Context: an optimization exercise on an open-source flow, tuned for small area and a short achievable clock period. The choices shown serve that exercise and are no tape-out recipe.
Function was checked by simulation only, so behaviour that the tests miss may differ from the original.
The flow treats the clock pin as an ideal source, which a real chip does not have.
Power figures rest on the tool's default switching activity, not on a simulated workload.

File: config.mk
export PLATFORM = sky130hd
export DESIGN_NAME = SMC_top
export DESIGN_NICKNAME = SMC_top
export VERILOG_FILES = /design/flow/design.v
export SDC_FILE = /design/flow/constraint.sdc
export NUM_CORES = 4
export LEC_CHECK = 0
export ABC_AREA = 1
export CAP_MARGIN = 20
export CORE_MARGIN = 2
export CORE_UTILIZATION = 40
export CTS_BUF_LIST = sky130_fd_sc_hd__clkbuf_8
export SLEW_MARGIN = 20
File: constraint.sdc
create_clock -name core_clock -period 30.0 [get_ports {clk}]
set_input_delay 6.0000 -clock core_clock [delete_from_list [all_inputs] [get_ports {clk}]]
set_output_delay 6.0000 -clock core_clock [all_outputs]
set_load 0.01 [all_outputs]
File: design.v
module SMC_top (
    input            clk,
    input      [1:0] mode,
    input      [2:0] Vgs0, Vgs1, Vgs2, Vgs3, Vgs4, Vgs5,
    input      [2:0] Vds0, Vds1, Vds2, Vds3, Vds4, Vds5,
    input      [2:0] W0, W1, W2, W3, W4, W5,
    output reg [9:0] out
);
    reg [1:0] r_mode;
    reg [2:0] r_Vgs0, r_Vgs1, r_Vgs2, r_Vgs3, r_Vgs4, r_Vgs5;
    reg [2:0] r_Vds0, r_Vds1, r_Vds2, r_Vds3, r_Vds4, r_Vds5;
    reg [2:0] r_W0, r_W1, r_W2, r_W3, r_W4, r_W5;
    wire [9:0] core_out;
    always @(posedge clk) begin
        r_mode <= mode;
        r_Vgs0 <= Vgs0; r_Vgs1 <= Vgs1; r_Vgs2 <= Vgs2;
        r_Vgs3 <= Vgs3; r_Vgs4 <= Vgs4; r_Vgs5 <= Vgs5;
        r_Vds0 <= Vds0; r_Vds1 <= Vds1; r_Vds2 <= Vds2;
        r_Vds3 <= Vds3; r_Vds4 <= Vds4; r_Vds5 <= Vds5;
        r_W0 <= W0; r_W1 <= W1; r_W2 <= W2;
        r_W3 <= W3; r_W4 <= W4; r_W5 <= W5;
        out <= core_out;
    end
    SMC core (
        .out(core_out), .mode(r_mode),
        .Vgs0(r_Vgs0), .Vgs1(r_Vgs1), .Vgs2(r_Vgs2), .Vgs3(r_Vgs3), .Vgs4(r_Vgs4), .Vgs5(r_Vgs5),
        .Vds0(r_Vds0), .Vds1(r_Vds1), .Vds2(r_Vds2), .Vds3(r_Vds3), .Vds4(r_Vds4), .Vds5(r_Vds5),
        .W0(r_W0), .W1(r_W1), .W2(r_W2), .W3(r_W3), .W4(r_W4), .W5(r_W5)
    );
endmodule

module Calc(val, m, Vgs, Vds, W);
  output [6:0] val;
  wire [6:0] val;
  input m;
  wire m;
  input [2:0] Vgs;
  wire [2:0] Vgs;
  input [2:0] Vds;
  wire [2:0] Vds;
  input [2:0] W;
  wire [2:0] W;
  wire _0_;
  wire _100_;
  wire _101_;
  wire _102_;
  wire _103_;
  wire _104_;
  wire _105_;
  wire _106_;
  wire _107_;
  wire _108_;
  wire _109_;
  wire _10_;
  wire _110_;
  wire _111_;
  wire _112_;
  wire _113_;
  wire _114_;
  wire _115_;
  wire _116_;
  wire _117_;
  wire _118_;
  wire _119_;
  wire _11_;
  wire _120_;
  wire _121_;
  wire _122_;
  wire _123_;
  wire _124_;
  wire _125_;
  wire _126_;
  wire _127_;
  wire _128_;
  wire _129_;
  wire _12_;
  wire _130_;
  wire _131_;
  wire _132_;
  wire _133_;
  wire _134_;
  wire _135_;
  wire _136_;
  wire _137_;
  wire _138_;
  wire _139_;
  wire _13_;
  wire _140_;
  wire _141_;
  wire _142_;
  wire _143_;
  wire _144_;
  wire _145_;
  wire _146_;
  wire _147_;
  wire _14_;
  wire _15_;
  wire _16_;
  wire _17_;
  wire _18_;
  wire _19_;
  wire _1_;
  wire _20_;
  wire _21_;
  wire _22_;
  wire _23_;
  wire _24_;
  wire _25_;
  wire _26_;
  wire _27_;
  wire _28_;
  wire _29_;
  wire _2_;
  wire _30_;
  wire _31_;
  wire _32_;
  wire _33_;
  wire _34_;
  wire _35_;
  wire _36_;
  wire _37_;
  wire _38_;
  wire _39_;
  wire _3_;
  wire _40_;
  wire _41_;
  wire _42_;
  wire _43_;
  wire _44_;
  wire _45_;
  wire _46_;
  wire _47_;
  wire _48_;
  wire _49_;
  wire _4_;
  wire _50_;
  wire _51_;
  wire _52_;
  wire _53_;
  wire _54_;
  wire _55_;
  wire _56_;
  wire _57_;
  wire _58_;
  wire _59_;
  wire _5_;
  wire _60_;
  wire _61_;
  wire _62_;
  wire _63_;
  wire _64_;
  wire _65_;
  wire _66_;
  wire _67_;
  wire _68_;
  wire _69_;
  wire _6_;
  wire _70_;
  wire _71_;
  wire _72_;
  wire _73_;
  wire _74_;
  wire _75_;
  wire _76_;
  wire _77_;
  wire _78_;
  wire _79_;
  wire _7_;
  wire _80_;
  wire _81_;
  wire _82_;
  wire _83_;
  wire _84_;
  wire _85_;
  wire _86_;
  wire _87_;
  wire _88_;
  wire _89_;
  wire _8_;
  wire _90_;
  wire _91_;
  wire _92_;
  wire _93_;
  wire _94_;
  wire _95_;
  wire _96_;
  wire _97_;
  wire _98_;
  wire _99_;
  wire _9_;
  assign _130_ = Vgs[1] & ~(Vds[1]);
  assign _129_ = Vds[2] & ~(_130_);
  assign _128_ = Vgs[2] & ~(_129_);
  assign _127_ = _128_ & ~(Vds[0]);
  assign _126_ = Vgs[0] & ~(_128_);
  assign _125_ = _126_ | _127_;
  assign _124_ = ~Vgs[1];
  assign _123_ = ~(Vds[1] | Vds[2]);
  assign _122_ = _123_ & ~(_124_);
  assign _121_ = _125_ & ~(_122_);
  assign _120_ = m & ~(_121_);
  assign _119_ = W[2] & ~(W[1]);
  assign _118_ = W[2] | ~(W[1]);
  assign _117_ = _118_ & ~(_119_);
  assign _116_ = W[0] & ~(_117_);
  assign _115_ = _116_ | _119_;
  assign _114_ = ~(_115_ & _120_);
  assign _113_ = ~W[0];
  assign _112_ = _113_ & ~(_119_);
  assign _111_ = ~(_112_ | _116_);
  assign _110_ = ~(Vds[0] | Vds[2]);
  assign _109_ = _110_ | _123_;
  assign _108_ = _109_ | ~(Vgs[2]);
  assign _107_ = Vgs[1] | m;
  assign _106_ = ~(_107_ & Vds[2]);
  assign _105_ = Vds[1] | Vgs[1];
  assign _104_ = ~(Vds[1] & Vgs[1]);
  assign _103_ = _104_ & _105_;
  assign _102_ = m & ~(_103_);
  assign _101_ = Vgs[2] & ~(_102_);
  assign _100_ = Vds[2] | ~(Vgs[1]);
  assign _99_ = _124_ & ~(_123_);
  assign _98_ = _100_ & ~(_99_);
  assign _97_ = m & ~(_98_);
  assign _96_ = ~(_97_ | _110_);
  assign _95_ = ~m;
  assign _94_ = _110_ & ~(_95_);
  assign _93_ = _94_ | _96_;
  assign _92_ = Vgs[2] & ~(_93_);
  assign _91_ = ~(Vgs[0] & Vds[2]);
  assign _90_ = _91_ | _104_;
  assign _89_ = Vgs[0] | ~(m);
  assign _88_ = ~_89_;
  assign _87_ = _88_ & ~(_99_);
  assign _86_ = _90_ & ~(_87_);
  assign _85_ = _86_ | _92_;
  assign _84_ = _108_ | ~(_93_);
  assign _83_ = _123_ | ~(Vds[0]);
  assign _82_ = ~(Vgs[2] & m);
  assign _81_ = _82_ | _99_;
  assign _80_ = _83_ & ~(_81_);
  assign _79_ = _80_ | _88_;
  assign _78_ = _84_ & ~(_79_);
  assign _77_ = _85_ & ~(_78_);
  assign _76_ = _121_ | m;
  assign _75_ = ~(Vgs[0] | Vgs[2]);
  assign _74_ = Vgs[2] & ~(Vds[1]);
  assign _73_ = _74_ | _75_;
  assign _72_ = _76_ & ~(_73_);
  assign _71_ = _72_ | _77_;
  assign _70_ = _78_ | ~(_85_);
  assign _69_ = _76_ & ~(_70_);
  assign _68_ = _71_ & ~(_69_);
  assign _67_ = _68_ ^ _101_;
  assign _66_ = _106_ & ~(_67_);
  assign _65_ = _66_ | _108_;
  assign _64_ = _88_ | _121_;
  assign _63_ = _64_ | _65_;
  assign _62_ = Vgs[2] & ~(_100_);
  assign _61_ = _105_ & ~(_62_);
  assign _60_ = _61_ | Vgs[0];
  assign _59_ = Vgs[1] & Vgs[0];
  assign _58_ = _59_ & ~(Vgs[2]);
  assign _57_ = _60_ & ~(_58_);
  assign _56_ = _76_ & ~(_57_);
  assign _55_ = _56_ | _92_;
  assign _54_ = _63_ & ~(_55_);
  assign _53_ = _54_ | ~(_111_);
  assign _52_ = ~(_119_ & W[0]);
  assign _51_ = _113_ & ~(_118_);
  assign _50_ = _52_ & ~(_51_);
  assign _49_ = Vgs[1] | Vgs[0];
  assign _48_ = _49_ | ~(_109_);
  assign _47_ = _59_ | _95_;
  assign _46_ = _48_ & ~(_47_);
  assign _45_ = ~(_46_ | _50_);
  assign _44_ = _45_ & ~(_68_);
  assign _43_ = _53_ & ~(_44_);
  assign val[0] = _43_ ^ _114_;
  assign _42_ = W[2] & W[1];
  assign _41_ = ~_42_;
  assign _40_ = _103_ & ~(_82_);
  assign _39_ = _65_ & ~(_40_);
  assign _38_ = ~(_82_ | _91_);
  assign _37_ = _38_ | _39_;
  assign _36_ = ~(_37_ | _41_);
  assign _35_ = _38_ & ~(_124_);
  assign _34_ = _123_ | _124_;
  assign _33_ = _34_ & _91_;
  assign _32_ = _33_ | _82_;
  assign _31_ = _32_ | _35_;
  assign _30_ = _115_ & ~(_31_);
  assign _29_ = ~(_30_ | _36_);
  assign _28_ = _65_ | _81_;
  assign _27_ = _28_ | _50_;
  assign _26_ = ~(_28_ & _37_);
  assign _25_ = _31_ & ~(_26_);
  assign _24_ = _34_ | ~(_126_);
  assign _23_ = ~(Vgs[2] | Vds[2]);
  assign _22_ = _66_ & ~(_23_);
  assign _21_ = _24_ & ~(_22_);
  assign _20_ = _21_ & _26_;
  assign _19_ = _20_ | _25_;
  assign _18_ = _19_ | _50_;
  assign _17_ = _111_ & ~(_28_);
  assign _16_ = _18_ & ~(_17_);
  assign _15_ = ~(_21_ | _41_);
  assign _14_ = _115_ & ~(_37_);
  assign _13_ = ~(_14_ | _15_);
  assign _12_ = ~(_13_ & _16_);
  assign _11_ = _13_ ^ _16_;
  assign _10_ = ~(_41_ | _64_);
  assign _9_ = _115_ & ~(_21_);
  assign _8_ = _9_ | _10_;
  assign _7_ = ~(_50_ | _54_);
  assign _6_ = _111_ & ~(_70_);
  assign _5_ = _6_ | _7_;
  assign _4_ = _64_ | ~(_115_);
  assign _3_ = _120_ & ~(_41_);
  assign _2_ = _4_ & ~(_3_);
  assign _1_ = _5_ | ~(_2_);
  assign _0_ = _43_ | _114_;
  assign _147_ = _2_ ^ _5_;
  assign _146_ = _0_ & ~(_147_);
  assign _145_ = _1_ & ~(_146_);
  assign _144_ = _145_ | _8_;
  assign _143_ = _77_ & ~(_50_);
  assign _142_ = _111_ & ~(_19_);
  assign _141_ = ~(_142_ | _143_);
  assign _140_ = ~(_145_ ^ _8_);
  assign _139_ = _141_ & ~(_140_);
  assign _138_ = _144_ & ~(_139_);
  assign _137_ = _11_ & ~(_138_);
  assign _136_ = _12_ & ~(_137_);
  assign _135_ = _27_ & ~(_136_);
  assign val[4] = _135_ ^ _29_;
  assign val[2] = _140_ ^ _141_;
  assign val[6] = _35_ & ~(_41_);
  assign val[1] = _147_ ^ _0_;
  assign _134_ = ~(_135_ | _29_);
  assign _133_ = _42_ & ~(_31_);
  assign _132_ = _35_ & _115_;
  assign _131_ = _132_ | _133_;
  assign val[5] = _131_ | _134_;
  assign val[3] = _138_ ^ _11_;
endmodule
module Cmp7(a, b, ge);
  input [6:0] a;
  wire [6:0] a;
  input [6:0] b;
  wire [6:0] b;
  output ge;
  wire ge;
  wire _0_;
  wire _10_;
  wire _11_;
  wire _12_;
  wire _13_;
  wire _14_;
  wire _15_;
  wire _16_;
  wire _17_;
  wire _18_;
  wire _19_;
  wire _1_;
  wire _20_;
  wire _21_;
  wire _22_;
  wire _23_;
  wire _2_;
  wire _3_;
  wire _4_;
  wire _5_;
  wire _6_;
  wire _7_;
  wire _8_;
  wire _9_;
  assign _8_ = a[6] | ~(b[6]);
  assign _7_ = b[6] | ~(a[6]);
  assign _6_ = a[5] | ~(b[5]);
  assign _5_ = b[5] | ~(a[5]);
  assign _4_ = a[4] | ~(b[4]);
  assign _3_ = b[4] | ~(a[4]);
  assign _2_ = a[3] | ~(b[3]);
  assign _1_ = b[1] | ~(a[1]);
  assign _0_ = a[0] | ~(b[0]);
  assign _23_ = _1_ & ~(_0_);
  assign _22_ = b[2] & ~(a[2]);
  assign _21_ = b[1] & ~(a[1]);
  assign _20_ = _21_ | _22_;
  assign _19_ = _20_ | _23_;
  assign _18_ = a[3] & ~(b[3]);
  assign _17_ = a[2] & ~(b[2]);
  assign _16_ = _17_ | _18_;
  assign _15_ = _19_ & ~(_16_);
  assign _9_ = _2_ & ~(_15_);
  assign _10_ = _3_ & ~(_9_);
  assign _11_ = _4_ & ~(_10_);
  assign _12_ = _5_ & ~(_11_);
  assign _13_ = _6_ & ~(_12_);
  assign _14_ = _7_ & ~(_13_);
  assign ge = _8_ & ~(_14_);
endmodule
module Dec5(b, top, sp, sq, sr);
  input [4:0] b;
  wire [4:0] b;
  input top;
  wire top;
  output sp;
  wire sp;
  output sq;
  wire sq;
  output sr;
  wire sr;
  wire _0_;
  wire _10_;
  wire _11_;
  wire _12_;
  wire _13_;
  wire _14_;
  wire _15_;
  wire _16_;
  wire _17_;
  wire _18_;
  wire _19_;
  wire _1_;
  wire _20_;
  wire _2_;
  wire _3_;
  wire _4_;
  wire _5_;
  wire _6_;
  wire _7_;
  wire _8_;
  wire _9_;
  assign _11_ = b[2] & b[4];
  assign _10_ = b[0] ^ b[1];
  assign _9_ = ~(_10_ ^ b[3]);
  assign _8_ = b[2] ^ b[4];
  assign _7_ = _8_ & ~(_9_);
  assign _6_ = _7_ | _11_;
  assign _5_ = b[0] | b[1];
  assign _4_ = _10_ & ~(b[3]);
  assign _3_ = _5_ & ~(_4_);
  assign _2_ = _3_ & _6_;
  assign _1_ = _2_ ^ top;
  assign _0_ = ~(_8_ ^ _9_);
  assign _20_ = ~(_0_ ^ top);
  assign _19_ = ~(_3_ ^ _6_);
  assign _12_ = ~(_19_ & _20_);
  assign sq = _1_ & ~(_12_);
  assign _13_ = ~(_0_ & top);
  assign _14_ = _19_ | ~(_0_);
  assign _15_ = _3_ | _6_;
  assign _16_ = top & ~(_15_);
  assign _17_ = _14_ & ~(_16_);
  assign sp = _13_ & ~(_17_);
  assign _18_ = _16_ | _20_;
  assign sr = _1_ & ~(_18_);
endmodule
module Sort(
    output [5:0] sp, sq, sr,
    input top,
    input [6:0] n0, n1, n2, n3, n4, n5);
    wire g01;   
    Cmp7 k01(.a(n0), .b(n1), .ge(g01));
    wire g02;   
    Cmp7 k02(.a(n0), .b(n2), .ge(g02));
    wire g03;   
    Cmp7 k03(.a(n0), .b(n3), .ge(g03));
    wire g04;   
    Cmp7 k04(.a(n0), .b(n4), .ge(g04));
    wire g05;   
    Cmp7 k05(.a(n0), .b(n5), .ge(g05));
    wire g12;   
    Cmp7 k12(.a(n1), .b(n2), .ge(g12));
    wire g13;   
    Cmp7 k13(.a(n1), .b(n3), .ge(g13));
    wire g14;   
    Cmp7 k14(.a(n1), .b(n4), .ge(g14));
    wire g15;   
    Cmp7 k15(.a(n1), .b(n5), .ge(g15));
    wire g23;   
    Cmp7 k23(.a(n2), .b(n3), .ge(g23));
    wire g24;   
    Cmp7 k24(.a(n2), .b(n4), .ge(g24));
    wire g25;   
    Cmp7 k25(.a(n2), .b(n5), .ge(g25));
    wire g34;   
    Cmp7 k34(.a(n3), .b(n4), .ge(g34));
    wire g35;   
    Cmp7 k35(.a(n3), .b(n5), .ge(g35));
    wire g45;   
    Cmp7 k45(.a(n4), .b(n5), .ge(g45));
    Dec5 d0(.b({~g05, ~g04, ~g03, ~g02, ~g01}), .top(top), .sp(sp[0]), .sq(sq[0]), .sr(sr[0]));
    Dec5 d1(.b({~g15, ~g14, ~g13, ~g12, g01}), .top(top), .sp(sp[1]), .sq(sq[1]), .sr(sr[1]));
    Dec5 d2(.b({~g25, ~g24, ~g23, g12, g02}), .top(top), .sp(sp[2]), .sq(sq[2]), .sr(sr[2]));
    Dec5 d3(.b({~g35, ~g34, g23, g13, g03}), .top(top), .sp(sp[3]), .sq(sq[3]), .sr(sr[3]));
    Dec5 d4(.b({~g45, g34, g24, g14, g04}), .top(top), .sp(sp[4]), .sq(sq[4]), .sr(sr[4]));
    Dec5 d5(.b({g45, g35, g25, g15, g05}), .top(top), .sp(sp[5]), .sq(sq[5]), .sr(sr[5]));
endmodule
module Choose(out, w, sp, sq, sr, n0, n1, n2, n3, n4, n5);
  output [9:0] out;
  wire [9:0] out;
  input w;
  wire w;
  input [5:0] sp;
  wire [5:0] sp;
  input [5:0] sq;
  wire [5:0] sq;
  input [5:0] sr;
  wire [5:0] sr;
  input [6:0] n0;
  wire [6:0] n0;
  input [6:0] n1;
  wire [6:0] n1;
  input [6:0] n2;
  wire [6:0] n2;
  input [6:0] n3;
  wire [6:0] n3;
  input [6:0] n4;
  wire [6:0] n4;
  input [6:0] n5;
  wire [6:0] n5;
  wire _0_;
  wire _100_;
  wire _101_;
  wire _102_;
  wire _103_;
  wire _104_;
  wire _105_;
  wire _106_;
  wire _107_;
  wire _108_;
  wire _109_;
  wire _10_;
  wire _110_;
  wire _111_;
  wire _112_;
  wire _113_;
  wire _114_;
  wire _115_;
  wire _116_;
  wire _117_;
  wire _118_;
  wire _119_;
  wire _11_;
  wire _120_;
  wire _121_;
  wire _122_;
  wire _123_;
  wire _124_;
  wire _125_;
  wire _126_;
  wire _127_;
  wire _128_;
  wire _129_;
  wire _12_;
  wire _130_;
  wire _131_;
  wire _132_;
  wire _133_;
  wire _134_;
  wire _135_;
  wire _136_;
  wire _137_;
  wire _138_;
  wire _139_;
  wire _13_;
  wire _140_;
  wire _141_;
  wire _142_;
  wire _143_;
  wire _144_;
  wire _145_;
  wire _146_;
  wire _147_;
  wire _148_;
  wire _149_;
  wire _14_;
  wire _150_;
  wire _151_;
  wire _152_;
  wire _153_;
  wire _154_;
  wire _155_;
  wire _156_;
  wire _157_;
  wire _158_;
  wire _159_;
  wire _15_;
  wire _160_;
  wire _161_;
  wire _162_;
  wire _163_;
  wire _164_;
  wire _165_;
  wire _166_;
  wire _167_;
  wire _168_;
  wire _169_;
  wire _16_;
  wire _170_;
  wire _171_;
  wire _172_;
  wire _173_;
  wire _174_;
  wire _175_;
  wire _176_;
  wire _177_;
  wire _178_;
  wire _179_;
  wire _17_;
  wire _180_;
  wire _181_;
  wire _182_;
  wire _183_;
  wire _184_;
  wire _185_;
  wire _186_;
  wire _187_;
  wire _188_;
  wire _189_;
  wire _18_;
  wire _190_;
  wire _191_;
  wire _192_;
  wire _193_;
  wire _194_;
  wire _195_;
  wire _196_;
  wire _197_;
  wire _198_;
  wire _199_;
  wire _19_;
  wire _1_;
  wire _200_;
  wire _201_;
  wire _202_;
  wire _203_;
  wire _204_;
  wire _205_;
  wire _206_;
  wire _207_;
  wire _208_;
  wire _209_;
  wire _20_;
  wire _210_;
  wire _211_;
  wire _212_;
  wire _213_;
  wire _214_;
  wire _215_;
  wire _216_;
  wire _217_;
  wire _218_;
  wire _219_;
  wire _21_;
  wire _220_;
  wire _221_;
  wire _222_;
  wire _223_;
  wire _224_;
  wire _225_;
  wire _226_;
  wire _227_;
  wire _228_;
  wire _229_;
  wire _22_;
  wire _230_;
  wire _231_;
  wire _232_;
  wire _233_;
  wire _234_;
  wire _235_;
  wire _236_;
  wire _237_;
  wire _238_;
  wire _239_;
  wire _23_;
  wire _240_;
  wire _241_;
  wire _242_;
  wire _243_;
  wire _244_;
  wire _245_;
  wire _246_;
  wire _247_;
  wire _248_;
  wire _249_;
  wire _24_;
  wire _250_;
  wire _251_;
  wire _252_;
  wire _253_;
  wire _254_;
  wire _255_;
  wire _256_;
  wire _257_;
  wire _258_;
  wire _259_;
  wire _25_;
  wire _260_;
  wire _261_;
  wire _262_;
  wire _263_;
  wire _264_;
  wire _265_;
  wire _266_;
  wire _267_;
  wire _268_;
  wire _269_;
  wire _26_;
  wire _270_;
  wire _271_;
  wire _272_;
  wire _273_;
  wire _274_;
  wire _275_;
  wire _276_;
  wire _277_;
  wire _278_;
  wire _279_;
  wire _27_;
  wire _280_;
  wire _281_;
  wire _282_;
  wire _283_;
  wire _284_;
  wire _285_;
  wire _286_;
  wire _287_;
  wire _288_;
  wire _289_;
  wire _28_;
  wire _290_;
  wire _291_;
  wire _292_;
  wire _293_;
  wire _294_;
  wire _295_;
  wire _296_;
  wire _297_;
  wire _298_;
  wire _299_;
  wire _29_;
  wire _2_;
  wire _300_;
  wire _301_;
  wire _302_;
  wire _303_;
  wire _304_;
  wire _305_;
  wire _306_;
  wire _307_;
  wire _308_;
  wire _309_;
  wire _30_;
  wire _310_;
  wire _311_;
  wire _312_;
  wire _313_;
  wire _314_;
  wire _315_;
  wire _316_;
  wire _317_;
  wire _318_;
  wire _319_;
  wire _31_;
  wire _320_;
  wire _321_;
  wire _322_;
  wire _323_;
  wire _324_;
  wire _325_;
  wire _326_;
  wire _327_;
  wire _328_;
  wire _329_;
  wire _32_;
  wire _330_;
  wire _331_;
  wire _332_;
  wire _333_;
  wire _334_;
  wire _335_;
  wire _336_;
  wire _337_;
  wire _338_;
  wire _339_;
  wire _33_;
  wire _340_;
  wire _341_;
  wire _342_;
  wire _343_;
  wire _344_;
  wire _345_;
  wire _346_;
  wire _347_;
  wire _348_;
  wire _349_;
  wire _34_;
  wire _350_;
  wire _351_;
  wire _352_;
  wire _353_;
  wire _354_;
  wire _355_;
  wire _356_;
  wire _357_;
  wire _358_;
  wire _359_;
  wire _35_;
  wire _360_;
  wire _361_;
  wire _362_;
  wire _363_;
  wire _364_;
  wire _365_;
  wire _366_;
  wire _367_;
  wire _368_;
  wire _369_;
  wire _36_;
  wire _370_;
  wire _371_;
  wire _372_;
  wire _373_;
  wire _374_;
  wire _375_;
  wire _376_;
  wire _377_;
  wire _378_;
  wire _379_;
  wire _37_;
  wire _380_;
  wire _381_;
  wire _382_;
  wire _383_;
  wire _384_;
  wire _38_;
  wire _39_;
  wire _3_;
  wire _40_;
  wire _41_;
  wire _42_;
  wire _43_;
  wire _44_;
  wire _45_;
  wire _46_;
  wire _47_;
  wire _48_;
  wire _49_;
  wire _4_;
  wire _50_;
  wire _51_;
  wire _52_;
  wire _53_;
  wire _54_;
  wire _55_;
  wire _56_;
  wire _57_;
  wire _58_;
  wire _59_;
  wire _5_;
  wire _60_;
  wire _61_;
  wire _62_;
  wire _63_;
  wire _64_;
  wire _65_;
  wire _66_;
  wire _67_;
  wire _68_;
  wire _69_;
  wire _6_;
  wire _70_;
  wire _71_;
  wire _72_;
  wire _73_;
  wire _74_;
  wire _75_;
  wire _76_;
  wire _77_;
  wire _78_;
  wire _79_;
  wire _7_;
  wire _80_;
  wire _81_;
  wire _82_;
  wire _83_;
  wire _84_;
  wire _85_;
  wire _86_;
  wire _87_;
  wire _88_;
  wire _89_;
  wire _8_;
  wire _90_;
  wire _91_;
  wire _92_;
  wire _93_;
  wire _94_;
  wire _95_;
  wire _96_;
  wire _97_;
  wire _98_;
  wire _99_;
  wire _9_;
  wire _c115;
  wire _c116;
  wire _c117;
  wire _c118;
  wire _c119;
  wire _c120;
  wire _c121;
  wire _c122;
  wire _c22;
  wire _c61;
  assign _313_ = ~(n5[0] & sr[5]);
  assign _312_ = n0[0] & sr[0];
  assign _311_ = _313_ & ~(_312_);
  assign _310_ = n3[0] & sr[3];
  assign _309_ = n4[0] & sr[4];
  assign _308_ = _309_ | _310_;
  assign _307_ = n1[0] & sr[1];
  assign _306_ = n2[0] & sr[2];
  assign _305_ = _306_ | _307_;
  assign _304_ = _305_ | _308_;
  assign _303_ = _311_ & ~(_304_);
  assign _302_ = w & ~(_303_);
  assign _301_ = ~(n4[1] & sp[4]);
  assign _300_ = n0[1] & sp[0];
  assign _299_ = _301_ & ~(_300_);
  assign _298_ = n2[1] & sp[2];
  assign _297_ = n5[1] & sp[5];
  assign _296_ = _297_ | _298_;
  assign _295_ = n3[1] & sp[3];
  assign _294_ = n1[1] & sp[1];
  assign _293_ = _294_ | _295_;
  assign _292_ = _293_ | _296_;
  assign _291_ = _299_ & ~(_292_);
  assign _290_ = ~(sr[4] & n4[1]);
  assign _289_ = sr[0] & n0[1];
  assign _288_ = _290_ & ~(_289_);
  assign _287_ = sr[5] & n5[1];
  assign _286_ = sr[3] & n3[1];
  assign _285_ = _286_ | _287_;
  assign _284_ = sr[2] & n2[1];
  assign _283_ = sr[1] & n1[1];
  assign _282_ = _283_ | _284_;
  assign _281_ = _282_ | _285_;
  assign _280_ = _288_ & ~(_281_);
  assign _279_ = _280_ ^ _291_;
  assign _278_ = ~(sq[5] & n5[1]);
  assign _277_ = sq[1] & n1[1];
  assign _276_ = _278_ & ~(_277_);
  assign _275_ = sq[2] & n2[1];
  assign _274_ = sq[3] & n3[1];
  assign _273_ = _274_ | _275_;
  assign _272_ = sq[4] & n4[1];
  assign _271_ = sq[0] & n0[1];
  assign _270_ = _271_ | _272_;
  assign _269_ = _270_ | _273_;
  assign _268_ = _276_ & ~(_269_);
  assign _267_ = _268_ | w;
  assign _266_ = ~(n3[0] & sp[3]);
  assign _265_ = n0[0] & sp[0];
  assign _264_ = _266_ & ~(_265_);
  assign _263_ = n4[0] & sp[4];
  assign _262_ = n5[0] & sp[5];
  assign _261_ = _262_ | _263_;
  assign _260_ = n2[0] & sp[2];
  assign _259_ = n1[0] & sp[1];
  assign _258_ = _259_ | _260_;
  assign _257_ = _258_ | _261_;
  assign _256_ = _264_ & ~(_257_);
  assign _255_ = w & ~(_256_);
  assign _254_ = _267_ & ~(_255_);
  assign _253_ = _254_ ^ _279_;
  assign _252_ = _256_ | _303_;
  assign _251_ = ~w;
  assign _250_ = ~(n4[0] & sq[4]);
  assign _249_ = n2[0] & sq[2];
  assign _248_ = _250_ & ~(_249_);
  assign _247_ = n3[0] & sq[3];
  assign _246_ = n5[0] & sq[5];
  assign _245_ = _246_ | _247_;
  assign _244_ = n1[0] & sq[1];
  assign _243_ = n0[0] & sq[0];
  assign _242_ = _243_ | _244_;
  assign _241_ = _242_ | _245_;
  assign _240_ = _248_ & ~(_241_);
  assign _239_ = _251_ & ~(_240_);
  assign _238_ = ~(_256_ ^ _303_);
  assign _237_ = _239_ & ~(_238_);
  assign _236_ = _252_ & ~(_237_);
  assign _235_ = _236_ | _253_;
  assign _234_ = ~(n2[2] & sp[2]);
  assign _233_ = n1[2] & sp[1];
  assign _232_ = _234_ & ~(_233_);
  assign _231_ = n5[2] & sp[5];
  assign _230_ = n4[2] & sp[4];
  assign _229_ = _230_ | _231_;
  assign _228_ = n0[2] & sp[0];
  assign _227_ = n3[2] & sp[3];
  assign _226_ = _227_ | _228_;
  assign _225_ = _226_ | _229_;
  assign _224_ = _232_ & ~(_225_);
  assign _223_ = ~(n2[2] & sr[2]);
  assign _222_ = n1[2] & sr[1];
  assign _221_ = _223_ & ~(_222_);
  assign _220_ = n5[2] & sr[5];
  assign _219_ = n3[2] & sr[3];
  assign _218_ = _219_ | _220_;
  assign _217_ = n0[2] & sr[0];
  assign _216_ = n4[2] & sr[4];
  assign _215_ = _216_ | _217_;
  assign _214_ = _215_ | _218_;
  assign _213_ = _221_ & ~(_214_);
  assign _212_ = _213_ ^ _224_;
  assign _211_ = ~(n5[2] & sq[5]);
  assign _210_ = n0[2] & sq[0];
  assign _209_ = _211_ & ~(_210_);
  assign _208_ = n3[2] & sq[3];
  assign _207_ = n4[2] & sq[4];
  assign _206_ = _207_ | _208_;
  assign _205_ = n2[2] & sq[2];
  assign _204_ = n1[2] & sq[1];
  assign _203_ = _204_ | _205_;
  assign _202_ = _203_ | _206_;
  assign _201_ = _209_ & ~(_202_);
  assign _200_ = _201_ | w;
  assign _199_ = w & ~(_291_);
  assign _198_ = _200_ & ~(_199_);
  assign _197_ = _198_ ^ _212_;
  assign _196_ = w & ~(_240_);
  assign _195_ = _280_ | _291_;
  assign _194_ = _279_ & ~(_254_);
  assign _193_ = _195_ & ~(_194_);
  assign _192_ = ~(_193_ ^ _196_);
  assign _191_ = _192_ ^ _197_;
  assign _190_ = ~(_191_ ^ _235_);
  assign _c115 = ~(_190_ ^ _302_);
  assign _189_ = w & ~(_280_);
  assign _188_ = _196_ | ~(_193_);
  assign _187_ = _192_ & _197_;
  assign _186_ = _188_ & ~(_187_);
  assign _185_ = _186_ ^ _189_;
  assign _184_ = ~(n3[3] & sr[3]);
  assign _183_ = n2[3] & sr[2];
  assign _182_ = _184_ & ~(_183_);
  assign _181_ = n5[3] & sr[5];
  assign _180_ = n4[3] & sr[4];
  assign _179_ = _180_ | _181_;
  assign _178_ = n0[3] & sr[0];
  assign _177_ = n1[3] & sr[1];
  assign _176_ = _177_ | _178_;
  assign _175_ = _176_ | _179_;
  assign _174_ = _182_ & ~(_175_);
  assign _173_ = ~(n4[3] & sp[4]);
  assign _172_ = n2[3] & sp[2];
  assign _171_ = _173_ & ~(_172_);
  assign _170_ = n5[3] & sp[5];
  assign _169_ = n3[3] & sp[3];
  assign _168_ = _169_ | _170_;
  assign _167_ = n0[3] & sp[0];
  assign _166_ = n1[3] & sp[1];
  assign _165_ = _166_ | _167_;
  assign _164_ = _165_ | _168_;
  assign _163_ = _171_ & ~(_164_);
  assign _162_ = _163_ ^ _174_;
  assign _161_ = ~(n1[3] & sq[1]);
  assign _160_ = n3[3] & sq[3];
  assign _159_ = _161_ & ~(_160_);
  assign _158_ = n5[3] & sq[5];
  assign _157_ = n4[3] & sq[4];
  assign _156_ = _157_ | _158_;
  assign _155_ = n0[3] & sq[0];
  assign _154_ = n2[3] & sq[2];
  assign _153_ = _154_ | _155_;
  assign _152_ = _153_ | _156_;
  assign _151_ = _159_ & ~(_152_);
  assign _150_ = _151_ | w;
  assign _149_ = w & ~(_224_);
  assign _148_ = _150_ & ~(_149_);
  assign _147_ = _148_ ^ _162_;
  assign _146_ = w & ~(_268_);
  assign _145_ = _213_ | _224_;
  assign _144_ = _212_ & ~(_198_);
  assign _143_ = _145_ & ~(_144_);
  assign _142_ = ~(_143_ ^ _146_);
  assign _141_ = _142_ ^ _147_;
  assign _140_ = _141_ ^ _185_;
  assign _139_ = _191_ | _235_;
  assign _138_ = _302_ & ~(_190_);
  assign _137_ = _139_ & ~(_138_);
  assign _c116 = _137_ ^ _140_;
  assign _136_ = _137_ | _140_;
  assign _135_ = _186_ | _189_;
  assign _134_ = _141_ & _185_;
  assign _133_ = _134_ | ~(_135_);
  assign _132_ = w & ~(_213_);
  assign _131_ = _146_ | ~(_143_);
  assign _130_ = _142_ & _147_;
  assign _129_ = _131_ & ~(_130_);
  assign _128_ = _129_ ^ _132_;
  assign _127_ = ~(n2[4] & sr[2]);
  assign _126_ = n3[4] & sr[3];
  assign _125_ = _127_ & ~(_126_);
  assign _124_ = n5[4] & sr[5];
  assign _123_ = n4[4] & sr[4];
  assign _122_ = _123_ | _124_;
  assign _121_ = n1[4] & sr[1];
  assign _120_ = n0[4] & sr[0];
  assign _119_ = _120_ | _121_;
  assign _118_ = _119_ | _122_;
  assign _117_ = _125_ & ~(_118_);
  assign _116_ = ~(n3[4] & sp[3]);
  assign _115_ = n2[4] & sp[2];
  assign _114_ = _116_ & ~(_115_);
  assign _113_ = n5[4] & sp[5];
  assign _112_ = n4[4] & sp[4];
  assign _111_ = _112_ | _113_;
  assign _110_ = n0[4] & sp[0];
  assign _109_ = n1[4] & sp[1];
  assign _108_ = _109_ | _110_;
  assign _107_ = _108_ | _111_;
  assign _106_ = _114_ & ~(_107_);
  assign _105_ = _106_ ^ _117_;
  assign _104_ = ~(n3[4] & sq[3]);
  assign _103_ = n2[4] & sq[2];
  assign _102_ = _104_ & ~(_103_);
  assign _101_ = n5[4] & sq[5];
  assign _100_ = n4[4] & sq[4];
  assign _99_ = _100_ | _101_;
  assign _98_ = n0[4] & sq[0];
  assign _97_ = n1[4] & sq[1];
  assign _96_ = _97_ | _98_;
  assign _95_ = _96_ | _99_;
  assign _94_ = _102_ & ~(_95_);
  assign _93_ = _94_ | w;
  assign _92_ = w & ~(_163_);
  assign _91_ = _93_ & ~(_92_);
  assign _90_ = _91_ ^ _105_;
  assign _89_ = w & ~(_201_);
  assign _88_ = _163_ | _174_;
  assign _87_ = _162_ & ~(_148_);
  assign _86_ = _88_ & ~(_87_);
  assign _85_ = ~(_86_ ^ _89_);
  assign _84_ = _85_ ^ _90_;
  assign _83_ = ~(_84_ ^ _128_);
  assign _82_ = _83_ ^ _133_;
  assign _c117 = _82_ ^ _136_;
  assign _81_ = ~(n1[5] & sr[1]);
  assign _80_ = n3[5] & sr[3];
  assign _79_ = _81_ & ~(_80_);
  assign _78_ = n4[5] & sr[4];
  assign _77_ = n5[5] & sr[5];
  assign _76_ = _77_ | _78_;
  assign _75_ = n0[5] & sr[0];
  assign _74_ = n2[5] & sr[2];
  assign _73_ = _74_ | _75_;
  assign _72_ = _73_ | _76_;
  assign _71_ = _79_ & ~(_72_);
  assign _70_ = ~(n1[5] & sp[1]);
  assign _69_ = n4[5] & sp[4];
  assign _68_ = _70_ & ~(_69_);
  assign _67_ = n3[5] & sp[3];
  assign _66_ = n5[5] & sp[5];
  assign _65_ = _66_ | _67_;
  assign _64_ = n0[5] & sp[0];
  assign _63_ = n2[5] & sp[2];
  assign _62_ = _63_ | _64_;
  assign _61_ = _62_ | _65_;
  assign _60_ = _68_ & ~(_61_);
  assign _59_ = _60_ ^ _71_;
  assign _58_ = ~(n1[5] & sq[1]);
  assign _57_ = n3[5] & sq[3];
  assign _56_ = _58_ & ~(_57_);
  assign _55_ = n4[5] & sq[4];
  assign _54_ = n5[5] & sq[5];
  assign _53_ = _54_ | _55_;
  assign _52_ = n0[5] & sq[0];
  assign _51_ = n2[5] & sq[2];
  assign _50_ = _51_ | _52_;
  assign _49_ = _50_ | _53_;
  assign _48_ = _56_ & ~(_49_);
  assign _47_ = _48_ | w;
  assign _46_ = w & ~(_106_);
  assign _45_ = _47_ & ~(_46_);
  assign _44_ = ~(_45_ ^ _59_);
  assign _43_ = w & ~(_151_);
  assign _42_ = _106_ | _117_;
  assign _41_ = _105_ & ~(_91_);
  assign _40_ = _42_ & ~(_41_);
  assign _39_ = ~(_40_ ^ _43_);
  assign _38_ = ~(_39_ ^ _44_);
  assign _37_ = w & ~(_174_);
  assign _36_ = _89_ | ~(_86_);
  assign _35_ = _85_ & _90_;
  assign _34_ = _36_ & ~(_35_);
  assign _33_ = _34_ ^ _37_;
  assign _32_ = ~(_33_ ^ _38_);
  assign _31_ = _129_ | _132_;
  assign _30_ = _84_ & _128_;
  assign _29_ = _31_ & ~(_30_);
  assign _28_ = _29_ ^ _32_;
  assign _27_ = _133_ & ~(_83_);
  assign _26_ = _136_ & ~(_82_);
  assign _25_ = _26_ | _27_;
  assign _c118 = ~(_25_ ^ _28_);
  assign _24_ = ~(n5[6] & sp[5]);
  assign _23_ = n2[6] & sp[2];
  assign _22_ = _24_ & ~(_23_);
  assign _21_ = n4[6] & sp[4];
  assign _20_ = n3[6] & sp[3];
  assign _19_ = _20_ | _21_;
  assign _18_ = n0[6] & sp[0];
  assign _17_ = n1[6] & sp[1];
  assign _16_ = _17_ | _18_;
  assign _15_ = _16_ | _19_;
  assign _14_ = _22_ & ~(_15_);
  assign _13_ = n1[6] & sr[1];
  assign _12_ = n3[6] & sr[3];
  assign _11_ = ~(_12_ | _13_);
  assign _10_ = n4[6] & sr[4];
  assign _9_ = n5[6] & sr[5];
  assign _8_ = _9_ | _10_;
  assign _7_ = n0[6] & sr[0];
  assign _6_ = n2[6] & sr[2];
  assign _5_ = _6_ | _7_;
  assign _4_ = _5_ | _8_;
  assign _3_ = _11_ & ~(_4_);
  assign _2_ = _3_ ^ _14_;
  assign _1_ = ~(n2[6] & sq[2]);
  assign _0_ = n3[6] & sq[3];
  assign _384_ = _1_ & ~(_0_);
  assign _383_ = n5[6] & sq[5];
  assign _382_ = n4[6] & sq[4];
  assign _381_ = _382_ | _383_;
  assign _380_ = n0[6] & sq[0];
  assign _379_ = n1[6] & sq[1];
  assign _378_ = _379_ | _380_;
  assign _377_ = _378_ | _381_;
  assign _376_ = _384_ & ~(_377_);
  assign _375_ = _376_ | w;
  assign _374_ = w & ~(_60_);
  assign _373_ = _375_ & ~(_374_);
  assign _372_ = ~(_373_ ^ _2_);
  assign _371_ = _94_ | _251_;
  assign _370_ = ~(_60_ & _71_);
  assign _369_ = _45_ & _59_;
  assign _368_ = _370_ & ~(_369_);
  assign _367_ = ~(_368_ ^ _371_);
  assign _366_ = ~(_367_ ^ _372_);
  assign _365_ = w & ~(_117_);
  assign _364_ = ~_365_;
  assign _363_ = _43_ & ~(_40_);
  assign _362_ = _39_ & _44_;
  assign _361_ = ~(_362_ | _363_);
  assign _360_ = _361_ ^ _364_;
  assign _359_ = _360_ ^ _366_;
  assign _358_ = _34_ | _37_;
  assign _357_ = _33_ & _38_;
  assign _356_ = _358_ & ~(_357_);
  assign _355_ = ~(_356_ ^ _359_);
  assign _354_ = ~(_29_ & _32_);
  assign _353_ = _28_ & ~(_25_);
  assign _352_ = _354_ & ~(_353_);
  assign _c119 = ~(_352_ ^ _355_);
  assign _351_ = _14_ ^ _48_;
  assign _350_ = _351_ ^ _71_;
  assign _349_ = w & ~(_350_);
  assign _348_ = _371_ | ~(_368_);
  assign _347_ = _367_ & _372_;
  assign _346_ = _348_ & ~(_347_);
  assign _345_ = ~(_346_ ^ _349_);
  assign _344_ = ~(_3_ & _14_);
  assign _343_ = _373_ & _2_;
  assign _342_ = _344_ & ~(_343_);
  assign _341_ = ~(_342_ ^ _345_);
  assign _314_ = ~(_361_ & _364_);
  assign _315_ = _360_ & _366_;
  assign _316_ = _314_ & ~(_315_);
  assign _317_ = ~(_316_ ^ _341_);
  assign _318_ = _359_ | ~(_356_);
  assign _319_ = _355_ & ~(_352_);
  assign _320_ = _318_ & ~(_319_);
  assign _c120 = ~(_320_ ^ _317_);
  assign _321_ = ~(_376_ ^ _3_);
  assign _322_ = ~(_14_ & _48_);
  assign _323_ = _351_ & _71_;
  assign _324_ = _322_ & ~(_323_);
  assign _325_ = _324_ ^ _321_;
  assign _326_ = w & ~(_325_);
  assign _327_ = _349_ & ~(_346_);
  assign _328_ = _342_ & _345_;
  assign _329_ = _328_ | _327_;
  assign _330_ = _341_ | ~(_316_);
  assign _331_ = _317_ & ~(_320_);
  assign _332_ = _330_ & ~(_331_);
  assign _333_ = ~(_332_ ^ _329_);
  assign _c121 = _333_ ^ _326_;
  assign _334_ = _329_ & ~(_332_);
  assign _335_ = _333_ & _326_;
  assign _336_ = _335_ | _334_;
  assign _337_ = _324_ | _321_;
  assign _338_ = _376_ & _3_;
  assign _339_ = _338_ | _251_;
  assign _340_ = _337_ & ~(_339_);
  assign _c122 = _340_ ^ _336_;
  assign _c61 = _236_ ^ _253_;
  assign _c22 = ~(_238_ ^ _239_);
  assign out = { _c122, _c121, _c120, _c119, _c118, _c117, _c116, _c115, _c61, _c22 };
endmodule
module SMC(output [9:0] out,
           input [1:0] mode,
           input [2:0] Vgs0, Vgs1, Vgs2, Vgs3, Vgs4, Vgs5,
           input [2:0] Vds0, Vds1, Vds2, Vds3, Vds4, Vds5,
           input [2:0] W0, W1, W2, W3, W4, W5
           );
    wire [6:0] n0, n1, n2, n3, n4, n5;
    Calc c0(.val(n0), .m(mode[0]), .Vgs(Vgs0), .Vds(Vds0), .W(W0));
    Calc c1(.val(n1), .m(mode[0]), .Vgs(Vgs1), .Vds(Vds1), .W(W1));
    Calc c2(.val(n2), .m(mode[0]), .Vgs(Vgs2), .Vds(Vds2), .W(W2));
    Calc c3(.val(n3), .m(mode[0]), .Vgs(Vgs3), .Vds(Vds3), .W(W3));
    Calc c4(.val(n4), .m(mode[0]), .Vgs(Vgs4), .Vds(Vds4), .W(W4));
    Calc c5(.val(n5), .m(mode[0]), .Vgs(Vgs5), .Vds(Vds5), .W(W5));
    wire [5:0] sp, sq, sr;
    Sort sort_val(.sp(sp), .sq(sq), .sr(sr), .top(mode[1]),
                  .n0(n0), .n1(n1), .n2(n2), .n3(n3), .n4(n4), .n5(n5));
    Choose choose_out(.out(out), .w(mode[0]), .sp(sp), .sq(sq), .sr(sr),
                      .n0(n0), .n1(n1), .n2(n2), .n3(n3), .n4(n4), .n5(n5));
endmodule
File: flow/run.sh
#!/bin/bash
# Own flow: the standard synthesis, then the combinational cells are
# re-mapped by ABC (flip-flops kept as they are, same names and cells); the standard flow's
# standard layout with small port buffers. After clock tree synthesis the
# output registers' clock pins get a short buffer chain of their own, so they
# are clocked a little later than the input registers (skew that helps the
# register-to-register paths; it only lengthens the paths to the outputs).
set -euo pipefail
HERE=$(pwd)
R=$HERE/orfs/results/$FLOW_PLATFORM/SMC_top/base
LIB=$FLOW_HOME/platforms/sky130hd/lib/sky130_fd_sc_hd__tt_025C_1v80.lib
source $HERE/flow/params.sh
bash standard.sh synth > synth_std.log 2>&1
cp $R/1_2_yosys.v $HERE/synth_std.v
DU=$(grep -A40 "DONT_USE_CELLS +=" $FLOW_HOME/platforms/sky130hd/config.mk | grep -o "sky130_fd_sc_hd__[a-z0-9_]*" | sed 's/^/-dont_use /' | tr '\n' ' ')
cat > resynth.ys <<EOT
read_liberty -ignore_miss_func $LIB
blackbox sky130_fd_sc_hd__dfxtp_1
read_verilog $HERE/synth_std.v
hierarchy -top $FLOW_TOP
flatten
opt_clean
abc -script $HERE/flow/resynth.abc -liberty $LIB $DU -D $ABC_D
opt_clean -purge
hilomap -singleton -hicell sky130_fd_sc_hd__conb_1 HI -locell sky130_fd_sc_hd__conb_1 LO
stat -liberty $LIB
write_verilog -noattr -nohex -nodec $HERE/synth_re.v
EOT
yosys -s resynth.ys > resynth.log 2>&1
cp $HERE/synth_re.v $R/1_2_yosys.v
rm -f $R/1_synth.odb $R/1_synth.sdc
bash standard.sh "BUFFER_PORTS_ARGS=$PORT_BUF_ARGS" $EXTRA_MAKE cts > layout_cts.log 2>&1
if [[ -n "$SKEW_CELLS" ]]; then
  cp $R/4_cts.odb $HERE/4_cts_noskew.odb
  R=$R LIB=$LIB SKEW_CELLS="$SKEW_CELLS" openroad -no_init -exit $HERE/flow/skew.tcl > skew.log 2>&1
fi
bash standard.sh "BUFFER_PORTS_ARGS=$PORT_BUF_ARGS" $EXTRA_MAKE finish > layout.log 2>&1
File: flow/params.sh
ABC_D=6000
PORT_BUF_ARGS="-buffer_cell sky130_fd_sc_hd__buf_1"
EXTRA_MAKE=""
SKEW_CELLS="sky130_fd_sc_hd__clkdlybuf4s50_1 sky130_fd_sc_hd__clkbuf_4"
File: flow/resynth.abc
strash; dch; map -D 6000; topo; buffer -p; upsize -D 6000; dnsize -D 6000
File: flow/skew.tcl
# Give the output registers (out[*]) a clock branch of their own: a chain of
# the cells in SKEW_CELLS (first nearest the clock tree), the last one driving
# all of their clock pins. Edits 4_cts.odb in place.
read_db $::env(R)/4_cts.odb
read_liberty $::env(LIB)
read_sdc $::env(R)/4_cts.sdc
set_propagated_clock [all_clocks]
source $::env(FLOW_HOME)/platforms/sky130hd/setRC.tcl
estimate_parasitics -placement
set pins {}
set xs 0; set ys 0
foreach c [get_cells *] {
  if {[regexp {^out\[} [get_full_name $c]] && [string match "sky130_fd_sc_hd__dfxtp_*" [get_property $c ref_name]]} {
    lappend pins [get_pins -of_objects $c -filter "name == CLK"]
    set bb [[sta::sta_to_db_inst $c] getBBox]
    set xs [expr {$xs + [$bb xMin]}]; set ys [expr {$ys + [$bb yMin]}]
  }
}
set n [llength $pins]
puts "output registers: $n"
set loc [list [expr {$xs / $n / 1000.0}] [expr {$ys / $n / 1000.0}]]
puts "before:"
report_clock_skew
set tip $pins
set diff 1
foreach cell [lreverse $::env(SKEW_CELLS)] {
  if {$diff} {
    insert_buffer -buffer_cell $cell -load_pins $tip -load_pins_on_diff_nets -location $loc
  } else {
    insert_buffer -buffer_cell $cell -load_pins $tip -location $loc
  }
  set diff 0
  set drv [get_pins -of_objects [get_nets -of_objects [lindex $tip 0]] -filter "direction == output"]
  set buf [get_cells -of_objects $drv]
  puts "inserted [get_full_name $buf] ([get_property $buf ref_name])"
  set tip [list [get_pins -of_objects $buf -filter "direction == input"]]
}
detailed_placement
check_placement -verbose
estimate_parasitics -placement
puts "after:"
report_clock_skew
report_checks -path_delay max -digits 3
report_checks -path_delay min -digits 3
report_checks -to [all_outputs] -path_delay max -digits 3
write_db $::env(R)/4_cts.odb
File: standard.sh
#!/bin/bash
# synth_recipe.tcl (not shown) runs the flow's synth.tcl, then flattens the netlist and writes it again
# the make line also repeats each setting of config.mk as NAME=value (left out here)
make -C /OpenROAD-flow-scripts/flow DESIGN_CONFIG=/design/flow/config.mk WORK_HOME=/design/flow/orfs CLKGATE_MAP_FILE= SYNTH_SCRIPT=/design/flow/synth_recipe.tcl "${@:-finish}"
==> results.json, run 1 <==
{
  "power_leakage_nw": 4.380,
  "yosys_warnings": 1,
  "dp.cells": 1862,
  "r2r_cells": 49,
  "crit_required_ps": 30950,
  "diodes": 0,
  "htreeDepth": 3,
  "grt_pass1_wl_um": 46850,
  "maxSlewHeadroom_pct": 31.82,
  "clock_sinks": 66,
  "fin_crit_sh_pct": 27.41,
  "cts_hold_buffers": 0,
  "track_usage_pct": 23.50,
  "rrSetupSlack_ps": 21780,
  "switching_share_pct": 58.45,
  "final_core_util_pct": 44.10,
  "cts_setup_buffers": 0,
  "routedWlPerCell_um": 14.97,
  "grt_pass1_vias": 9742,
  "crit_path_frequent_cell": "nand2_1",
  "p_seq_share_pct": 8.9,
  "hold_depth": 3,
  "maxCapViolCount": 0,
  "die_area_um2": 23900,
  "die_h_um": 154.6,
  "slowest_delay_ps": 760,
  "timing.rr.start": "r_mode[0]",
  "stdcell_count": 1880,
  "p_sw_mw": 0.7390,
  "initial_core_util_pct": 40.44,
  "syn_area_um2": 9072,
  "coreArea_um2": 22430,
  "critPathMaxFanout": 57,
  "cts.path.max_buffers": 2,
  "grt_max_degree": 58,
  "drt_iter0_markers": 961,
  "hold_end": "out[2]",
  "p_total_mw": 1.264,
  "cts_tree": "built",
  "finalHoldViolations": 0,
  "clockRootBuffer": "clkbuf_8",
  "comb_power_share_pct": 83.5,
  "finalClockSkew_ps": 690.0,
  "crit_path_end_kind": "register",
  "io-pin-count": 67,
  "routed_wl_um": 28150,
  "vias_per_cell": 5.646,
  "drc": 0,
  "crit_slowest_cell": "nor3b_1",
  "crit_arrival_ps": 9180,
  "max_freq_mhz": 121.6,
  "synth_nets": 1574,
  "grt_overflow": 0,
  "antenna_found_initial": 0,
  "hpwl_um": 22150,
  "gp_congestion": 1.090,
  "hp-start": "r_mode[0]",
  "power.density_nw_per_um2": 127.8,
  "path_class": "reg2reg",
  "r2r-end": "out[9]",
  "die-width_um": 154.6,
  "placementRows": 55,
  "port_buffers": 66,
  "num_vias": 10620,
  "intPower_mw": 0.5253,
  "final_common_cell": "nand2_1",
  "ctsResizeCount": 0,
  "clkLatencyLatePin_ps": 1050,
  "fin_area_um2": 9894,
  "antenna_left": 0,
  "drive_gt1_share_pct": 11.22,
  "finalSetupViolations": 0,
  "outcome": "complete, no violations",
  "drv_slew": 0,
  "min_period_ps": 8224,
  "clk_pin_slew_ps": 110,
  "worst_pin_slew_ps": 1019,
  "dr.pass1.iters": 7,
  "hold_class": "reg2reg",
  "avgSynthCellArea_um2": 5.981,
  "final_cell_mix": "nand2_1, nor2_1, inv_1",
  "start_kind": "register",
  "area.growth.synth_to_final_pct": 9.061,
  "tns_ps": 0,
  "nets": 1647,
  "placed_area_um2": 9652,
  "rsz0062_at_grt": "no",
  "ir_drop_mv": 0.09554,
  "synthesis.instances": 1517,
  "pwr-share-clk_pct": 7.5,
  "cts_made_buffers": 9
}
metrics by stage:
step	hold WS, ps	setup slack (ps)
after floorplan	1107	22320
after global placement	959.5	21320
after detailed placement	956.1	21320
after CTS	958.3	21250
after global routing	273.9	21000
final	289.1	21780
area by class of cell:
class,instances,area (µm²)
fillers,2420,12540
inverters,224,874.6
repair buffers,67,255.2
flip-flops and latches,66,1323
multi-input cells,1220,6843
well taps,285,356.6
clock inverters,6,87.58
clock buffers,12,155.1
worst max-delay path: cells and delay by family (launching register included):
family / cells / cell delay, ps
simple gates: 24 / 3700
compound gates: 20 / 3120
xor+xnor: 3 / 1090
buf+inv: 2 / 610
flops: 1 / 320
power groups by stage:
| stage | clock network [mW] | registers (mW) | logic [mW] |
|---|---|---|---|
| 2_1_floorplan | 0 | 0.117 | 0.826 |
| 6_report | 0.0953 | 0.113 | 1.06 |
| 3_5_place_dp | 0 | 0.115 | 1.04 |
| 3_3_place_gp | 0 | 0.115 | 1.03 |
| 5_1_grt | 0.102 | 0.114 | 1.19 |
| 4_1_cts | 0.0946 | 0.113 | 1.04 |
state kept, by name, summed over array words and instances, names as in the netlist:
name / flops
r_W3: 3
r_Vds1: 3
r_Vds2: 3
out: 10
r_Vds5: 3
r_W1: 3
r_W2: 3
r_Vgs2: 3
r_Vds3: 3
r_W4: 3
r_Vds0: 3
r_W0: 3
r_Vgs0: 3
r_Vgs3: 3
r_Vgs5: 3
r_mode: 2
r_W5: 3
r_Vds4: 3
r_Vgs1: 3
r_Vgs4: 3
metal layers:
metal	share of wire (%)	up-vias	track usage [%]
met5	0	-	0
met4	2.5	0	7.760
met3	7.6	69	3.194
met2	45	473	39.33
met1	45	4686	31.21
li1	-	5387	-
worst max path at each step:
| stage | end | slack, ps | depth (start not counted) | startpoint |
|---|---|---|---|---|
| floorplan | out[9] | 22320 | 46 | r_mode[0] |
| global placement | out[9] | 21320 | 43 | r_mode[0] |
| detailed placement | out[9] | 21320 | 49 | r_mode[0] |
| CTS | out[9] | 21250 | 49 | r_mode[0] |
| global route | out[9] | 21000 | 49 | r_mode[0] |
| finish | out[9] | 21780 | 49 | r_mode[0] |
==> run 2, diff against run 1 <==
==> flow/params.sh (replaced) <==
ABC_D=7000
PORT_BUF_ARGS="-buffer_cell sky130_fd_sc_hd__buf_1"
EXTRA_MAKE=""
SKEW_CELLS="sky130_fd_sc_hd__clkdlybuf4s50_1 sky130_fd_sc_hd__clkbuf_4"
==> flow/resynth.abc (replaced) <==
strash; dch; map -D 7000; topo; buffer -p; upsize -D 7000; dnsize -D 7000
==> results.json, run 2 <==
{
  "outcome": "complete, no violations",
  "final_cell_mix": "nand2_1, nor2_1, inv_1",
  "port_buffers": 66,
  "critical_path.endpoint": "out[8]",
  "crit_path_end_kind": "register",
  "max_freq_mhz": 105.0,
  "power_leakage_nw": 4.293,
  "track_usage_pct": 23.42,
  "cts_setup_buffers": 0,
  "clk_pin_slew_ps": 100,
  "clkLatencyLatePin_ps": 1010,
  "num_vias": 10120,
  "start_kind": "register",
  "coreArea_um2": 20820,
  "p_total_mw": 1.149,
  "final_common_cell": "nand2_1",
  "timing.rr.start": "r_mode[0]",
  "path_class": "reg2reg",
  "grt_pass1_wl_um": 42990,
  "multiInputGateArea_um2": 6232,
  "cts.path.max_buffers": 2,
  "routed_wl_um": 26030,
  "startpoint": "r_mode[0]",
  "ir_drop_mv": 0.08451,
  "rsz0062_at_grt": "no",
  "dr.pass1.iters": 8,
  "finalClockSkew_ps": 655.7,
  "cts_hold_buffers": 0,
  "maxCapViolCount": 0,
  "critPathMaxFanout": 51,
  "area.growth.synth_to_final_pct": 9.277,
  "antenna_left": 0,
  "tns_ps": 0,
  "slowest_delay_ps": 660,
  "synth_nets": 1540,
  "drc": 0,
  "die-width_um": 149.2,
  "gp_congestion": 0.9859,
  "drt_iter0_markers": 948,
  "die_h_um": 149.2,
  "fin_crit_sh_pct": 31.74,
  "finalHoldViolations": 0,
  "nFillCells": 2240,
  "avgSynthCellArea_um2": 5.684,
  "regMostFlops": "out",
  "vias_per_cell": 5.509,
  "crit_arrival_ps": 10430,
  "intPower_mw": 0.4880,
  "ctsResizeCount": 0,
  "routedWlPerCell_um": 14.17,
  "grt_pass1_vias": 9268,
  "clockRootBuffer": "clkbuf_8",
  "r2r_cells": 52,
  "cts_tree": "built",
  "cts_made_buffers": 9,
  "crit_path_frequent_cell": "nand2_1",
  "hpwl_um": 20480,
  "min_period_ps": 9523,
  "synthesis.instances": 1483,
  "pwr-share-clk_pct": 7.0,
  "p_sw_mw": 0.6613,
  "die_area_um2": 22250,
  "htreeDepth": 3,
  "r2r-end": "out[8]",
  "drive_gt1_share_pct": 4.161,
  "drv_slew": 0,
  "hold_class": "reg2reg",
  "grt_overflow": 0,
  "power.density_nw_per_um2": 124.8,
  "largest_register_ff_count": 10,
  "diodes": 0,
  "placementRows": 53,
  "rrSetupSlack_ps": 20480,
  "grt_max_degree": 52,
  "maxSlewHeadroom_pct": 28.59,
  "comb_power_share_pct": 83.2,
  "crit_required_ps": 30910,
  "p_seq_share_pct": 9.9,
  "finalSetupViolations": 0,
  "worst_pin_slew_ps": 1067,
  "clock_sinks": 66,
  "syn_area_um2": 8429,
  "switching_share_pct": 57.54,
  "regArea_um2": 1323,
  "initial_core_util_pct": 40.48,
  "antenna_found_initial": 0,
  "yosys_warnings": 1,
  "nets": 1614,
  "io-pin-count": 67,
  "crit_slowest_cell": "xor2_1"
}
-- run 2: through the flow --
step / setup slack (ps) / hold WS (ps) / cells / utilization [%] / instance area [µm²]
6_report: 20480 / 280.4 / 1837 / 44.24 / 9211
3_3_place_gp: 20050 / 900.4 / 1819 / 43.27 / 9010
4_1_cts: 20030 / 905.8 / 1835 / 44.15 / 9194
2_1_floorplan: 21650 / 1019 / 1483 / - / 8429
5_1_grt: 19400 / 316.9 / 1837 / 44.24 / 9211
3_5_place_dp: 20060 / 891.2 / 1819 / 43.27 / 9010
-- run 2: metal layers --
metal / up-vias / track usage (%) / share of wire (%)
met3: 56 / 3.609 / 7.5
li1: 5202 / - / -
met5: - / 0 / 0
met2: 394 / 40.12 / 46
met1: 4468 / 29.81 / 44
met4: 0 / 8.333 / 2.8
-- run 2: power by group through the flow --
stage	registers (mW)	logic [mW]	clock network, mW
finish	0.113	0.956	0.0802
global route	0.115	1.09	0.0863
CTS	0.114	0.950	0.0786
detailed placement	0.116	0.944	0
global placement	0.116	0.936	0
floorplan	0.118	0.765	0
-- run 2: how the worst min path moves through the flow --
stage,endpoint,cells after the start,slack [ps],startpoint
6_report,out[9],3,280,r_mode[0]
5_1_grt,out[9],3,320,r_mode[0]
4_1_cts,out[9],3,910,r_mode[0]
3_5_place_dp,out[9],3,890,r_mode[0]
3_3_place_gp,out[9],3,900,r_mode[0]
2_1_floorplan,out[9],2,1020,r_mode[0]
-- run 2: cell type report --
class                   instances  area share, %
flip-flops and latches         66          14.36
repair buffers                 68          2.852
inverters                     226          9.209
multi-input cells            1184          67.66
well taps                     275          3.735
clock buffers                  11          1.535
clock inverters                 7         0.6520
-- run 2: worst max-delay path, delay by kind of cell (launching register included) --
family | cells | cell delay (ps)
AND/OR/NAND/NOR | 19 | 2680
XOR/XNOR | 7 | 1600
AO/OA/AOI/OAI | 20 | 3810
flip-flops | 1 | 320
buffers and inverters | 6 | 1580
==> run 3, diff against run 2 <==
==> flow/params.sh (replaced) <==
ABC_D=6000
PORT_BUF_ARGS="-buffer_cell sky130_fd_sc_hd__buf_1"
EXTRA_MAKE=""
SKEW_CELLS="sky130_fd_sc_hd__clkdlybuf4s50_1 sky130_fd_sc_hd__clkdlybuf4s50_1 sky130_fd_sc_hd__clkbuf_4"
==> flow/resynth.abc (replaced) <==
strash; dch; map -D 6000; topo; buffer -p; upsize -D 6000; dnsize -D 6000
==> results.json, run 3 <==
{
  "ctsResizeCount": 0,
  "critPathMaxFanout": 57,
  "placed_area_um2": 9652,
  "regArea_um2": 1323,
  "finalSetupViolations": 0,
  "startpoint": "r_mode[0]",
  "power.density_nw_per_um2": 127.7,
  "num_vias": 10650,
  "vias_per_cell": 5.659,
  "min_period_ps": 8219,
  "drc": 0,
  "finalHoldViolations": 0,
  "maxSlewHeadroom_pct": 31.83,
  "clkLatencyLatePin_ps": 1550,
  "regMostFlops": "out",
  "crit_buf_inv": 5,
  "crit_slowest_cell": "xor2_1",
  "synth_nets": 1574,
  "power_leakage_nw": 4.388,
  "routedWlPerCell_um": 14.96,
  "hp-start": "r_mode[1]",
  "p_total_mw": 1.266,
  "path_delay_family": "compound AO/OA/AOI/OAI gates",
  "avgSynthCellArea_um2": 5.981,
  "yosys_warnings": 1,
  "fin_area_um2": 9915,
  "clk_pin_slew_ps": 110,
  "grt_pass1_wl_um": 46890,
  "worst_pin_slew_ps": 1019,
  "path_class": "reg2reg",
  "final_core_util_pct": 44.19,
  "io-pin-count": 67,
  "nets": 1649,
  "rrSetupSlack_ps": 21780,
  "crit_path_frequent_cell": "nand2_1",
  "rsz0062_at_grt": "no",
  "maxCapViolCount": 0,
  "clock_sinks": 66,
  "timing.rr.start": "r_mode[0]",
  "cts.path.max_buffers": 2,
  "hpwl_um": 22150,
  "cts_made_buffers": 9,
  "grt_max_degree": 58,
  "htreeDepth": 3,
  "slowest_delay_ps": 840,
  "cts_tree": "built",
  "crit_arrival_ps": 9670,
  "multiInputGateArea_um2": 6843,
  "gp_congestion": 1.090,
  "routed_wl_um": 28150,
  "drv_slew": 0,
  "outcome": "complete, no violations",
  "syn_area_um2": 9072,
  "hold_class": "reg2reg",
  "max_freq_mhz": 121.7,
  "critical_path.endpoint": "out[9]",
  "r2r_cells": 50,
  "largest_register_ff_count": 10,
  "antenna_left": 0,
  "crit_path_end_kind": "register",
  "diodes": 0,
  "synthesis.instances": 1517,
  "final_cell_mix": "nand2_1, nor2_1, inv_1",
  "track_usage_pct": 23.52,
  "tns_ps": 0,
  "ir_drop_mv": 0.09548,
  "grt_pass1_vias": 9750,
  "dr.pass1.iters": 9,
  "antenna_found_initial": 0,
  "final_common_cell": "nand2_1",
  "port_buffers": 66,
  "drt_iter0_markers": 991,
  "drive_gt1_share_pct": 11.21,
  "cp.depth": 50,
  "start_kind": "register",
  "fin_crit_sh_pct": 27.40,
  "die_h_um": 154.6,
  "crit_required_ps": 31450,
  "die_area_um2": 23900,
  "r2r-end": "out[9]",
  "coreArea_um2": 22430,
  "nFillCells": 2418,
  "die-width_um": 154.6,
  "initial_core_util_pct": 40.44,
  "area.growth.synth_to_final_pct": 9.281,
  "clockRootBuffer": "clkbuf_8",
  "grt_overflow": 0,
  "finalClockSkew_ps": 1185,
  "placementRows": 55
}
==> run 3: how the worst min path moves through the flow <==
| stage | depth (start not counted) | end | slack (ps) |
|---|---|---|---|
| after CTS | 3 | out[2] | 960 |
| after global placement | 3 | out[2] | 960 |
| final | 6 | out[2] | 330 |
| after detailed placement | 3 | out[2] | 960 |
| after floorplan | 2 | out[2] | 1110 |
| after global routing | 6 | out[2] | 320 |
==> run 3: timing repair <==
item / 4_1_cts / 5_1_grt
setup endpoints to repair: 0 / 0
hold buffers: 0 / 1
buffers inserted: 0 / 0
hold endpoints to repair: 0 / 2
==> run 3: final cells by class <==
cell class	instances	area share [%]
inverter	224	8.821
clock inverter	6	0.8834
tap	285	3.597
sequential	66	13.34
clock buffer	13	1.666
timing repair buffer	68	2.675
multi-input combinational	1220	69.02
==> run 3: stage by stage <==
step | hold WS [ps] | cells | setup WS (ps)
after floorplan | 1107 | 1517 | 22320
after global placement | 959.5 | 1862 | 21320
after detailed placement | 956.1 | 1862 | 21320
after CTS | 958.3 | 1878 | 21250
after global routing | 321.7 | 1882 | 20960
final | 328.3 | 1882 | 21780
==> run 3: per-layer routing <==
layer / GRT usage, % / wire [µm] / vias to the layer above
met5: 0 / 0 / -
met4: 7.848 / 826 / 0
met3: 3.222 / 2274 / 86
met2: 39.31 / 12580 / 484
met1: 31.23 / 12470 / 4674
li1: - / - / 5406
==> run 3: power breakdown <==
group / switching (mW) / total, mW / internal [mW] / leakage (nW)
sequential: 0.00703 / 0.113 / 0.106 / 0.556
combinational: 0.688 / 1.06 / 0.367 / 3.70
clock: 0.0433 / 0.0985 / 0.0552 / 0.129
==> run 3: worst min-delay path, stage by stage (launching register included) <==
cell and delay, ps:
dfxtp_1 580, nand2_1 180, nand2_1 40, nand3_1 190, o2111ai_1 230, nand2_1 160, xor2_1 70

[re-timing with driven ports]
The results above use ideal ports. As a check the final layouts listed here were re-extracted and re-timed, cells and wires unchanged.
Step 1 assumes that a clkbuf_16 drives the clock port and a buf_2 every other input.
Step 2, shift: input delay + t, output delay - t, t = (earliest + latest rising clock arrival at the registers) / 2. This alone moves slack from input paths to output paths.
Three values: ideal, step 1, step 2; two values: the first two.
| run | shift t [ns] | setup slack, ns | hold slack, ns | clock arrival spread, ns | slew at the worst register clock pin (ns) |
|---|---|---|---|---|---|
| run 1 | 0.751 | 21.776 / 21.776 / 21.776 | 0.289 / 0.289 / 0.289 | 0.690 / 0.690 | 0.11 / 0.11 |
| run 2 | 0.725 | 20.476 / 20.476 / 20.476 | 0.280 / 0.280 / 0.280 | 0.656 / 0.655 | 0.10 / 0.10 |
| run 3 | 0.996 | 21.781 / 21.781 / 21.781 | 0.328 / 0.328 / 0.328 | 1.184 / 1.185 | 0.11 / 0.11 |
In every run listed the clock reaches the registers at very different times; t lies between them, and the last value is a rough guide only.
